Background: an optimization exercise with open tools, aiming at small area. Do not read the settings as production practice. RTL that was checked went through simulation tests only; none was proved equivalent to the original.

==> flow/design.v <==
module PluseDection(
    input   clk     ,
    input   in_sig  ,
    output  pos_sig
);
reg in_sig_r;
always @(posedge clk)
    in_sig_r <= in_sig;
assign pos_sig = in_sig & ~in_sig_r;
endmodule
module LineBuf
#(
    parameter       IMAGE_W         =   128
)
(
    input  wire                         InClk            ,
    input  wire                         InEn             ,
    input  wire [7:0]                   InData           ,
    output wire [7:0]                   OutData
);
reg             [8*IMAGE_W-1:0]         rShift               ;
always@(posedge InClk)
begin
    if(InEn)
        rShift<={rShift[8*IMAGE_W-9:0],InData};
end
assign OutData=rShift[8*IMAGE_W-1 -:8];
endmodule
module Matrix
#(
    parameter       IMAGE_W         =   128
)
(
    input  wire                         InClk       ,
    input  wire                         InClr       ,
    input  wire                         InDe        ,
    input  wire [7:0]                   InData      ,
    output wire [7:0]                   OutP2       ,    
    output wire [7:0]                   OutP1       ,    
    output wire [7:0]                   OutP0       ,    
    output reg  [9:0]                   OutV2       ,    
    output reg  signed [8:0]            OutH1       ,    
    output reg  signed [8:0]            OutH2       ,    
    output reg                          OutDe            
);
reg                             rRowOk      ;    
reg             [9:0]           rV1         ;
wire            [7:0]           BufLine1    ;
wire            [7:0]           BufLine2    ;
always@(posedge InClk)
begin
    if(InClr)
        rRowOk<=1'b0;
    else if(OutDe&&!InDe)
        rRowOk<=1'b1;
end
assign OutP0 = InDe           ? InData   : 8'd0;
assign OutP1 = (InDe&&rRowOk) ? BufLine1 : 8'd0;
assign OutP2 = (InDe&&rRowOk) ? BufLine2 : 8'd0;
LineBuf #(.IMAGE_W(IMAGE_W)) u0_LineBuf
(
    .InClk      (InClk      ),
    .InEn       (InDe       ),
    .InData     (InData     ),
    .OutData    (BufLine1   )
);
LineBuf #(.IMAGE_W(IMAGE_W)) u1_LineBuf
(
    .InClk      (InClk      ),
    .InEn       (InDe       ),
    .InData     (OutP1      ),
    .OutData    (BufLine2   )
);
wire [9:0]          V = {2'b00,OutP2} + {1'b0,OutP1,1'b0} + {2'b00,OutP0};
wire signed [8:0]   SP2 = {1'b0,OutP2};
wire signed [8:0]   SP0 = {1'b0,OutP0};
wire signed [8:0]   H = SP2 - SP0;
always@(posedge InClk)
begin
    rV1   <= V;
    OutV2 <= rV1;
    OutH1 <= H;
    OutH2 <= OutH1;
    OutDe <= InDe;
end
endmodule
module CalCore
(
    input                       InClk       ,
    input       [7:0]           InP2        ,
    input       [7:0]           InP1        ,
    input       [7:0]           InP0        ,
    input       [9:0]           InV2        ,
    input  signed [8:0]         InH1        ,
    input  signed [8:0]         InH2        ,
    output reg  [7:0]           OutAbsX     ,
    output reg  [7:0]           OutAbsY     ,
    output reg                  OutSat
);
wire signed [11:0]  P2 = {4'd0,InP2};
wire signed [11:0]  P1x2 = {3'd0,InP1,1'b0};
wire signed [11:0]  P0 = {4'd0,InP0};
wire signed [11:0]  V2 = {2'd0,InV2};
wire signed [11:0]  H2 = {{3{InH2[8]}},InH2};
wire signed [11:0]  H1x2 = {{2{InH1[8]}},InH1,1'b0};
wire signed [11:0]  XPart = P2 + P1x2 - V2;
wire signed [11:0]  YPart = H2 + H1x2 + P2;
wire signed [11:0]  Gx = XPart + P0;
wire signed [11:0]  Gy = YPart - P0;
wire        [9:0]   Ax = Gx[9:0] ^ {10{Gx[11]}};
wire        [9:0]   Ay = Gy[9:0] ^ {10{Gy[11]}};
always@(posedge InClk)
begin
    OutAbsX <= Ax[7:0];
    OutAbsY <= Ay[7:0];
    OutSat  <= |{Ax[9:8],Ay[9:8]};
end
endmodule
module SquareRoot
#(
    parameter   SPLIT   =   3
)
(
    input                       InClk       ,
    input       [7:0]           InAbsX      ,
    input       [7:0]           InAbsY      ,
    input                       InSat       ,
    output      [7:0]           OutData
);
wire    [16:0]      Sum = InAbsX*InAbsX + InAbsY*InAbsY;
wire                Sat = InSat | Sum[16];
wire    [15:0]      Rad     [0:8]   ;
wire    [8:0]       Rem     [0:8]   ;
wire    [7:0]       Root    [0:8]   ;
wire                SatS    [0:8]   ;
reg     [15:0]      rRad            ;
reg     [8:0]       rRem            ;
reg     [7:0]       rRoot           ;
reg                 rSat            ;
assign Rad[0]  = Sum[15:0];
assign Rem[0]  = 9'd0;
assign Root[0] = 8'd0;
assign SatS[0] = Sat;
genvar k;
generate
for(k=0;k<8;k=k+1)
begin: g_step
    wire    [15:0]  RadIn  ;
    wire    [8:0]   RemIn  ;
    wire    [7:0]   RootIn ;
    wire            SatIn  ;
    if(k==SPLIT)
    begin: g_reg
        always@(posedge InClk)
        begin
            rRad  <= Rad[k];
            rRem  <= Rem[k];
            rRoot <= Root[k];
            rSat  <= SatS[k];
        end
        assign RadIn  = rRad;
        assign RemIn  = rRem;
        assign RootIn = rRoot;
        assign SatIn  = rSat;
    end
    else
    begin: g_wire
        assign RadIn  = Rad[k];
        assign RemIn  = Rem[k];
        assign RootIn = Root[k];
        assign SatIn  = SatS[k];
    end
    wire    [k+2:0] Part  = {RemIn[k:0],RadIn[15:14]};
    wire    [k+1:0] Trial = {RootIn[k:0],2'b01};
    wire    [k+2:0] Diff  = Part - {1'b0,Trial};
    wire            Ge    = ~Diff[k+2];
    assign Rad[k+1]  = {RadIn[13:0],2'b00};
    assign Root[k+1] = {RootIn[6:0],Ge};
    assign SatS[k+1] = SatIn;
    if(k<7)
    begin: g_rem
        wire [k+1:0] RemNext = Ge ? Diff[k+1:0] : Part[k+1:0];
        assign Rem[k+1] = {{(7-k){1'b0}},RemNext};
    end
    else
    begin: g_last
        assign Rem[k+1] = 9'd0;
    end
end
endgenerate
assign OutData = SatS[8] ? 8'hff : Root[8];
endmodule
module Sobel
#(
    parameter IMAGE_W   =   128  ,
    parameter IMAGE_H   =   480  ,
    parameter IMAGE_DW  =   8
)
(
    input                           InVideoClk  ,
    input                           InVideoVs   ,
    input                           InVideoDe   ,
    input   [IMAGE_DW -1 :0]        InVideoData ,
    output                          OutVideoVs  ,
    output                          OutVideoDe  ,
    output  [IMAGE_DW -1 :0]        OutVideoData
);
wire                PosVs       ;
wire    [7:0]       P2          ;
wire    [7:0]       P1          ;
wire    [7:0]       P0          ;
wire    [9:0]       V2          ;
wire signed [8:0]   H1          ;
wire signed [8:0]   H2          ;
wire                De1         ;
wire    [7:0]       AbsX        ;
wire    [7:0]       AbsY        ;
wire                Sat         ;
reg                 rDe         ;
PluseDection PluseDection
(
    .clk        (InVideoClk ),
    .in_sig     (InVideoVs  ),
    .pos_sig    (PosVs      )
);
Matrix #(.IMAGE_W(IMAGE_W)) u_Matrix
(
    .InClk      (InVideoClk ),
    .InClr      (PosVs      ),
    .InDe       (InVideoDe  ),
    .InData     (InVideoData),
    .OutP2      (P2         ),
    .OutP1      (P1         ),
    .OutP0      (P0         ),
    .OutV2      (V2         ),
    .OutH1      (H1         ),
    .OutH2      (H2         ),
    .OutDe      (De1        )
);
CalCore u_CalCore
(
    .InClk      (InVideoClk ),
    .InP2       (P2         ),
    .InP1       (P1         ),
    .InP0       (P0         ),
    .InV2       (V2         ),
    .InH1       (H1         ),
    .InH2       (H2         ),
    .OutAbsX    (AbsX       ),
    .OutAbsY    (AbsY       ),
    .OutSat     (Sat        )
);
SquareRoot u_SquareRoot
(
    .InClk      (InVideoClk ),
    .InAbsX     (AbsX       ),
    .InAbsY     (AbsY       ),
    .InSat      (Sat        ),
    .OutData    (OutVideoData)
);
always@(posedge InVideoClk)
begin
    rDe <= De1;
end
assign OutVideoVs = InVideoVs;
assign OutVideoDe = rDe;
endmodule
make LEC_CHECK=0 CAP_MARGIN=20 CORE_MARGIN=2 CORE_UTILIZATION=40 SLEW_MARGIN=20 finish   # period 8.0 ns
run.sh (not shown) runs the stock make flow with config.mk's settings and CLKGATE_MAP_FILE= SYNTH_SCRIPT=/design/flow/synth_recipe.tcl, a recipe that flattens the netlist after the stock synthesis.
The baseline finished but failed the layout checks on setup timing.
Next try:
--- a/flow/design.v
+++ b/flow/design.v
@@ -117,31 +117,58 @@
 end
 endmodule
 module SquareRoot
 #(
-    parameter   SPLIT   =   3
+    parameter   SPLIT   =   4
 )
 (
     input                       InClk       ,
     input       [7:0]           InAbsX      ,
     input       [7:0]           InAbsY      ,
     input                       InSat       ,
     output      [7:0]           OutData
 );
-wire    [16:0]      Sum = InAbsX*InAbsX + InAbsY*InAbsY;
-wire                Sat = InSat | Sum[16];
+function [15:0] Square;
+    input [7:0] x;
+    integer i;
+    begin
+        Square = 16'd0;
+        for(i=0;i<8;i=i+1)
+            Square[2*i] = x[i];
+    end
+endfunction
+function [15:0] Cross;
+    input [7:0] x;
+    input integer i;
+    begin
+        Cross = ({8'd0,x} >> (i+1)) & {16{x[i]}};
+        Cross = Cross << (2*i+2);
+    end
+endfunction
+wire    [16:0]      Sum = Square(InAbsX) + Square(InAbsY)
+                        + Cross(InAbsX,0) + Cross(InAbsX,1) + Cross(InAbsX,2) + Cross(InAbsX,3)
+                        + Cross(InAbsX,4) + Cross(InAbsX,5) + Cross(InAbsX,6)
+                        + Cross(InAbsY,0) + Cross(InAbsY,1) + Cross(InAbsY,2) + Cross(InAbsY,3)
+                        + Cross(InAbsY,4) + Cross(InAbsY,5) + Cross(InAbsY,6);
+reg     [15:0]      rSum            ;
+reg                 rSumSat         ;
+always@(posedge InClk)
+begin
+    rSum    <= Sum[15:0];
+    rSumSat <= InSat | Sum[16];
+end
 wire    [15:0]      Rad     [0:8]   ;
 wire    [8:0]       Rem     [0:8]   ;
 wire    [7:0]       Root    [0:8]   ;
 wire                SatS    [0:8]   ;
 reg     [15:0]      rRad            ;
 reg     [8:0]       rRem            ;
 reg     [7:0]       rRoot           ;
 reg                 rSat            ;
-assign Rad[0]  = Sum[15:0];
+assign Rad[0]  = rSum;
 assign Rem[0]  = 9'd0;
 assign Root[0] = 8'd0;
-assign SatS[0] = Sat;
+assign SatS[0] = rSumSat;
 genvar k;
 generate
 for(k=0;k<8;k=k+1)
 begin: g_step
@@ -215,9 +242,9 @@
 wire                De1         ;
 wire    [7:0]       AbsX        ;
 wire    [7:0]       AbsY        ;
 wire                Sat         ;
-reg                 rDe         ;
+reg     [1:0]       rDe         ;
 PluseDection PluseDection
 (
     .clk        (InVideoClk ),
     .in_sig     (InVideoVs  ),
@@ -259,9 +286,9 @@
     .OutData    (OutVideoData)
 );
 always@(posedge InVideoClk)
 begin
-    rDe <= De1;
+    rDe <= {rDe[0],De1};
 end
 assign OutVideoVs = InVideoVs;
-assign OutVideoDe = rDe;
-endmodule
+assign OutVideoDe = rDe[1];
+endmodule
Result: The changed run finished but failed the layout checks on setup timing; synthesized area drops by about 1.7%; wire length drops by about 2.2%; sequential share of layout area climbs by 1.9 points; final area drops by about 1.9%; setup slack gets better by 1600 ps; count of clock-buffer cells in the layout climbs by 1; first-iteration DRC count climbs by about 6%; non-clock buffer count drops by 29; die area drops by about 1.7%; hold slack gets better by 4.6 ps; via count drops by about 3%; final cell count drops by 3.9%.
For the second run of this note, only the layout was checked, not whether the RTL still works.

what the ideal ports hide:
The results above use ideal ports. As a check the final layouts listed here were re-extracted and re-timed, cells and wires unchanged.
Step 1 sets driving cells, clkbuf_16 on the clock port and buf_2 on the other inputs (assumed; they add their load-dependent delay and slew).
Step 2 adds t to the input delays and takes it off the output delays; t is the mean of the earliest and latest rising clock arrival at the registers after step 1. Input paths then give back, and output paths get back, about the clock's delay inside the block.
Three values: no drivers, after step 1, after step 2; two values: the first two.
run | shift t [ns] | setup WS [ns] | latest minus earliest clock arrival (ns) | cell pins on the clock port's net
the first run | 0.865 | -2.554 / -2.630 / -1.765 | 0.065 / 0.065 | 1
the second run | 0.864 | -0.922 / -0.998 / -0.134 | 0.075 / 0.074 | 1
